This design comes from an exercise in tuning for small area on the open sky130 flow, not from production work.
RTL that was checked went through simulation tests only; none was proved equivalent to the original.
The flow treats the clock pin as an ideal source, which a real chip does not have.
Power figures rest on the tool's default switching activity, not on a simulated workload.

==> run X <==
==> flow/design.v <==
module router13(input clk,resetn,read_enb_0,read_enb_1,read_enb_2,pkt_valid,
              input [7:0]data_in,
              output [7:0]data_out_0,data_out_1,data_out_2,
              output vld_out_0,vld_out_1,vld_out_2,error,busy);
localparam DA=3'b000, LFD=3'b001, WTE=3'b010, LD=3'b011,
           LP=3'b100, CP=3'b101, FFS=3'b110, LAF=3'b111;
reg [2:0]state,nextstate;
reg [1:0]addr;
reg [7:0]dout,temp2,par;
reg lpv,lfd_s,error_r;
wire [2:0]empty,full;
wire st_da=(state==DA), st_ld=(state==LD), st_lp=(state==LP), st_laf=(state==LAF);
wire wr_st=st_ld|st_lp|st_laf;
wire [1:0]din_a=data_in[1:0];
wire data_empty=(din_a==2'd0)?empty[0]:(din_a==2'd1)?empty[1]:(din_a==2'd2)?empty[2]:1'b0;
wire addr_empty=(addr==2'd0)?empty[0]:(addr==2'd1)?empty[1]:(addr==2'd2)?empty[2]:1'b0;
wire fifo_full=(addr==2'd0)?full[0]:(addr==2'd1)?full[1]:(addr==2'd2)?full[2]:1'b0;
wire [2:0]we={wr_st&&addr==2'd2,wr_st&&addr==2'd1,wr_st&&addr==2'd0};
always@(posedge clk)
  if(!resetn) state<=DA; else state<=nextstate;
always@(*)
  case(state)
  DA: nextstate=(pkt_valid&&din_a!=2'b11)?(data_empty?LFD:WTE):DA;
  LFD: nextstate=LD;
  WTE: nextstate=addr_empty?LFD:WTE;
  LD: nextstate=fifo_full?FFS:(!pkt_valid?LP:LD);
  LP: nextstate=fifo_full?LP:CP;
  CP: nextstate=DA;
  FFS: nextstate=fifo_full?FFS:LAF;
  default: nextstate=lpv?LP:LD;
  endcase
assign busy=!(st_da|st_ld);
always@(posedge clk)
  if(!resetn) addr<=2'b00;
  else if(st_da&&pkt_valid) addr<=din_a;
always@(posedge clk)
  if(!resetn) lfd_s<=1'b0; else lfd_s<=(state==LFD);
always@(posedge clk)
begin
  if((st_da&&pkt_valid)||(st_ld&&!fifo_full)) dout<=data_in;
  else if(st_laf) dout<=temp2;
  if(st_ld&&fifo_full) temp2<=data_in;
  if(st_ld) lpv<=!pkt_valid;
end
always@(posedge clk)
  if(st_da) par<=data_in;
  else if(st_ld) par<=par^data_in;
always@(posedge clk)
  if(!resetn) error_r<=1'b0;
  else if(st_lp) error_r<=|par;
assign error=error_r;
wire [2:0]ren={read_enb_2,read_enb_1,read_enb_0};
wire [23:0]dq;
function [4:0]pos(input integer k);
  case(k)
    0: pos=5'd0;
    1: pos=5'd1;
    2: pos=5'd2;
    3: pos=5'd4;
    4: pos=5'd9;
    5: pos=5'd18;
    6: pos=5'd5;
    7: pos=5'd11;
    8: pos=5'd22;
    9: pos=5'd12;
    10: pos=5'd25;
    11: pos=5'd19;
    12: pos=5'd7;
    13: pos=5'd15;
    14: pos=5'd31;
    15: pos=5'd30;
    16: pos=5'd28;
    default: pos=5'd0;
  endcase
endfunction
genvar n;
generate for(n=0;n<3;n=n+1) begin:f
  reg [7:0]mem[0:15];
  reg [4:0]cnt;      
  reg [5:0]pc;       
  reg pnz;           
  reg hdr;           
  reg [7:0]q;
  reg [4:0]tmr;      
  wire sr=(tmr==5'b10000);
  wire e=(cnt==5'd0);
  wire fl=(cnt==5'd28);
  wire dw=we[n]&&!fl;
  wire dr=ren[n]&&!e;
  wire clr=!resetn||sr;
  reg [7:0]m;
  integer i;
  always@(*) begin
    m=8'd0;
    for(i=0;i<16;i=i+1) m=m|({8{cnt==pos(i+1)}}&mem[i]);
  end
  assign empty[n]=e;
  assign full[n]=fl;
  assign dq[8*n+:8]=q;
  always@(posedge clk)
    if(dw) begin
      mem[0]<=dout;
      for(i=1;i<16;i=i+1) mem[i]<=mem[i-1];
    end
  always@(posedge clk)
    if(clr) begin
      cnt<=5'd0; pnz<=1'b0; hdr<=1'b0; q<=8'd0;
    end else begin
      if(dw&&!dr) cnt<={cnt[3:0],cnt[4]^cnt[2]^(cnt[3:0]==4'd0)};
      else if(dr&&!dw) cnt<={cnt[0]^cnt[3]^(cnt[4:1]==4'd0),cnt[4:1]};
      if(dw&&lfd_s) hdr<=1'b1;
      else if(dr) hdr<=1'b0;
      if(dr) begin
        q<=m;
        if(hdr) begin pc<=m[7:2]; pnz<=1'b1; end
        else if(pnz) begin
          pc<=pc-1'b1;
          if(pc==6'd0) pnz<=1'b0;
        end
      end else if(!pnz) q<=8'd0;
    end
  always@(posedge clk)
    if(!resetn||e||ren[n]) tmr<=5'd0;
    else tmr<={tmr[3:0],tmr[4]^tmr[2]^(tmr[3:0]==4'd0)};
end endgenerate
assign data_out_0=dq[7:0];
assign data_out_1=dq[15:8];
assign data_out_2=dq[23:16];
assign vld_out_0=!empty[0];
assign vld_out_1=!empty[1];
assign vld_out_2=!empty[2];
endmodule
==> flow/flow/run.sh <==
#!/bin/bash
# The standard layout (standard.sh) with these changes:
#  - synthesis maps logic with an area-oriented ABC script (flow/abc_area.script);
#    everything else in synthesis, registers included, is the standard synthesis
#  - port buffers use the smallest buffer
#  - the clock tree uses clkbuf_8 leaf clusters and no dummy loads
#  - after clock tree synthesis, cells with spare slack are downsized
set -e
here=$(pwd)
{
  echo 'proc abc {args} {'
  echo '  set i [lsearch -exact $args -script]'
  echo "  if {\$i >= 0} { set args [lreplace \$args [expr {\$i + 1}] [expr {\$i + 1}] $here/flow/abc_area.script] }"
  echo '  yosys abc {*}$args'
  echo '}'
  cat synth_recipe.tcl
} > area_synth.tcl
sed "s#SYNTH_SCRIPT=[^ ]*#SYNTH_SCRIPT=$here/area_synth.tcl#" standard.sh > area_standard.sh
export BUFFER_PORTS_ARGS="-buffer_cell sky130_fd_sc_hd__buf_1"
export CTS_ARGS="-sink_clustering_enable -repair_clock_nets -dont_use_dummy_load -buf_list sky130_fd_sc_hd__clkbuf_8 -sink_clustering_size 18 -sink_clustering_max_diameter 70"
export POST_CTS_TCL=$here/flow/post_cts.tcl
bash area_standard.sh > standard.log 2>&1
==> flow/flow/abc_area.script <==
strash
&get -n
&st
&dch
&nf -a -R 1000
&st
&dch
&nf -a -R 1000
&put
==> flow/flow/post_cts.tcl <==
# downsize cells that have slack to spare (area recovery)
repair_timing -recover_power 100
==> flow/standard.sh <==
#!/bin/bash
# synth_recipe.tcl (not shown) runs the flow's synth.tcl, then flattens the netlist and writes it again
# the make line also repeats each setting of config.mk as NAME=value (left out here)
make -C /OpenROAD-flow-scripts/flow DESIGN_CONFIG=/design/flow/config.mk WORK_HOME=/design/flow/orfs CLKGATE_MAP_FILE= SYNTH_SCRIPT=/design/flow/synth_recipe.tcl "${@:-finish}"
==> flow/config.mk <==
export PLATFORM = sky130hd
export DESIGN_NAME = router13
export DESIGN_NICKNAME = router13
export VERILOG_FILES = /design/flow/design.v
export SDC_FILE = /design/flow/constraint.sdc
export NUM_CORES = 4
export LEC_CHECK = 0
export CAP_MARGIN = 10
export CORE_MARGIN = 2
export CORE_UTILIZATION = 75
export GPL_TIMING_DRIVEN = 0
export PLACE_DENSITY = 0.85
export SLEW_MARGIN = 10
==> flow/constraint.sdc <==
create_clock -name core_clock -period 5.0 [get_ports {clk}]
set_input_delay 1.0000 -clock core_clock [delete_from_list [all_inputs] [get_ports {clk}]]
set_output_delay 1.0000 -clock core_clock [all_outputs]
set_load 0.01 [all_outputs]
==> run Z: changes against run X <==
--- a/flow/design.v
+++ b/flow/design.v
@@ -52,38 +52,15 @@
 wire [2:0]ren={read_enb_2,read_enb_1,read_enb_0};
 wire [23:0]dq;
-function [4:0]pos(input integer k);
-  case(k)
-    0: pos=5'd0;
-    1: pos=5'd1;
-    2: pos=5'd2;
-    3: pos=5'd4;
-    4: pos=5'd9;
-    5: pos=5'd18;
-    6: pos=5'd5;
-    7: pos=5'd11;
-    8: pos=5'd22;
-    9: pos=5'd12;
-    10: pos=5'd25;
-    11: pos=5'd19;
-    12: pos=5'd7;
-    13: pos=5'd15;
-    14: pos=5'd31;
-    15: pos=5'd30;
-    16: pos=5'd28;
-    default: pos=5'd0;
-  endcase
-endfunction
 genvar n;
 generate for(n=0;n<3;n=n+1) begin:f
   reg [7:0]mem[0:15];
-  reg [4:0]cnt;      
-  reg [5:0]pc;       
-  reg pnz;           
-  reg hdr;           
+  reg [4:0]rp,wp;
+  reg [6:0]pc;
+  reg hdr;
   reg [7:0]q;
-  reg [4:0]tmr;      
-  wire sr=(tmr==5'b10000);
-  wire e=(cnt==5'd0);
-  wire fl=(cnt==5'd28);
+  reg [4:0]cnt;
+  reg sr;
+  wire e=(rp==wp);
+  wire fl=(rp[3:0]==wp[3:0])&&(rp[4]!=wp[4]);
   wire dw=we[n]&&!fl;
   wire dr=ren[n]&&!e;
@@ -93,5 +70,5 @@
   always@(*) begin
     m=8'd0;
-    for(i=0;i<16;i=i+1) m=m|({8{cnt==pos(i+1)}}&mem[i]);
+    for(i=0;i<16;i=i+1) m=m|({8{rp[3:0]==i}}&mem[i]);
   end
   assign empty[n]=e;
@@ -99,28 +76,23 @@
   assign dq[8*n+:8]=q;
   always@(posedge clk)
-    if(dw) begin
-      mem[0]<=dout;
-      for(i=1;i<16;i=i+1) mem[i]<=mem[i-1];
-    end
+    if(dw) mem[wp[3:0]]<=dout;
   always@(posedge clk)
     if(clr) begin
-      cnt<=5'd0; pnz<=1'b0; hdr<=1'b0; q<=8'd0;
+      rp<=5'd0; wp<=5'd0; pc<=7'd0; hdr<=1'b0; q<=8'd0;
     end else begin
-      if(dw&&!dr) cnt<={cnt[3:0],cnt[4]^cnt[2]^(cnt[3:0]==4'd0)};
-      else if(dr&&!dw) cnt<={cnt[0]^cnt[3]^(cnt[4:1]==4'd0),cnt[4:1]};
+      if(dw) wp<=wp+1'b1;
       if(dw&&lfd_s) hdr<=1'b1;
       else if(dr) hdr<=1'b0;
       if(dr) begin
+        rp<=rp+1'b1;
         q<=m;
-        if(hdr) begin pc<=m[7:2]; pnz<=1'b1; end
-        else if(pnz) begin
-          pc<=pc-1'b1;
-          if(pc==6'd0) pnz<=1'b0;
-        end
-      end else if(!pnz) q<=8'd0;
+        if(hdr) pc<={1'b0,m[7:2]}+7'd1;
+        else if(pc!=7'd0) pc<=pc-7'd1;
+      end else if(pc==7'd0) q<=8'd0;
     end
   always@(posedge clk)
-    if(!resetn||e||ren[n]) tmr<=5'd0;
-    else tmr<={tmr[3:0],tmr[4]^tmr[2]^(tmr[3:0]==4'd0)};
+    if(!resetn||e||ren[n]) begin cnt<=5'd0; sr<=1'b0; end
+    else if(cnt==5'd30) begin cnt<=5'd0; sr<=1'b1; end
+    else begin cnt<=cnt+1'b1; sr<=1'b0; end
 end endgenerate
 assign data_out_0=dq[7:0];
==> flow/run.sh (new file) <==
#!/bin/bash
# synth_recipe.tcl (not shown) runs the flow's synth.tcl, then flattens the netlist and writes it again
# the make line also repeats each setting of config.mk as NAME=value (left out here)
make -C /OpenROAD-flow-scripts/flow DESIGN_CONFIG=/design/flow/config.mk WORK_HOME=/design/flow/orfs CLKGATE_MAP_FILE= SYNTH_SCRIPT=/design/flow/synth_recipe.tcl finish
Settings changed: CAP_MARGIN 10 to 20, CORE_UTILIZATION 75 to 40, CTS_BUF_LIST set to sky130_fd_sc_hd__clkbuf_4, GPL_TIMING_DRIVEN 0 to unset, PLACE_DENSITY 0.85 to 0.6, SLEW_MARGIN 10 to 20.
removed: flow/flow/run.sh
removed: flow/flow/abc_area.script
removed: flow/flow/post_cts.tcl
removed: flow/standard.sh
==> run M: changes against run X <==
==> flow/flow/abc_area.script (replaced) <==
strash
&get -n
&st
&dch
&nf -a
&st
&dch
&nf -a
&put
Settings changed: CAP_MARGIN 10 to 20, GPL_TIMING_DRIVEN 0 to unset, SLEW_MARGIN 10 to 20.
==> comparison table <==
item                                                                         run Z                    run M                    run X
Result of the run                                          complete, no violations  complete, no violations  complete, no violations
Met3 Routed Length                                                         4580 um                  4870 um                  4930 um
Net count of the finished layout                                              1765                     1266                     1266
Wire length of the first global-routing pass                              81200 um                 61600 um                 63300 um
Wire length per cell                                                       21.3 um                  25.9 um                  26.2 um
Worst EP arrival                                                           3.02 ns                  2.52 ns                  4.84 ns
Register-to-register setup slack                                           1.64 ns                  1.57 ns                  0.41 ns
DP Wirelength                                                             32900 um                 26400 um                 27400 um
Least-Margin Pin Slew                                                      1.16 ns                  1.06 ns                  1.22 ns
Final setup slack of the worst path                                       0.982 ns                  1.48 ns                 0.411 ns
Sinks on Clock Net                                                             512                      494                      494
X dimension of the die                                                      235 um                   161 um                   160 um
Via count normalized by instance count                                        5.62                     7.20                     7.29
Buffers, non-clock                                                              83                       74                       83
Number of non-clock inverters                                                   34                       18                       18
Part of the total power dissipated in combinational logic                     8.0%                    13.1%                    15.0%
Initial core utilization                                                     40.5%                    76.1%                    75.9%
Initial DRC count                                                             1462                     1895                     2050
Capturing element of the worst setup path                                vld_out_2                     busy           f[2].mem[6][6]
Worst voltage drop across the vdd grid                                    0.260 mV                 0.315 mV                 0.374 mV
Worst Reg2Reg Path Length in Cells                                               6                        7                        7
Sequential Power                                                           4.94 mW                  4.99 mW                  5.05 mW
Tap cell count                                                                 688                      324                      324
Hold Crit Endpoint                                                     f[0].cnt[0]           f[0].mem[1][0]          f[1].mem[15][6]
Antenna violations before repair                                                 1                        0                        1
The RTL of run Z was laid out without a check of its function.

-- port drivers added, routing unchanged --
The results above use ideal ports. As a check the final layouts listed here were re-extracted and re-timed, cells and wires unchanged.
Step 1: set_driving_cell puts a clkbuf_16 on clk and a buf_2 on each other input, an assumption about the parent block.
Step 2, shift: input delay + t, output delay - t, t = (earliest + latest rising clock arrival at the registers) / 2. This alone moves slack from input paths to output paths.
a / b / c = ideal / step 1 / step 2; a / b = the first two.
run	t (ns)	setup slack, ns	pins driven straight from the clock port
run X	0.667	0.411 / 0.411 / 0.411	1
run Z	0.887	0.982 / 0.931 / 1.638	1
run M	0.666	1.481 / 1.435 / 1.573	1
After both steps setup and hold are still met in every run listed.
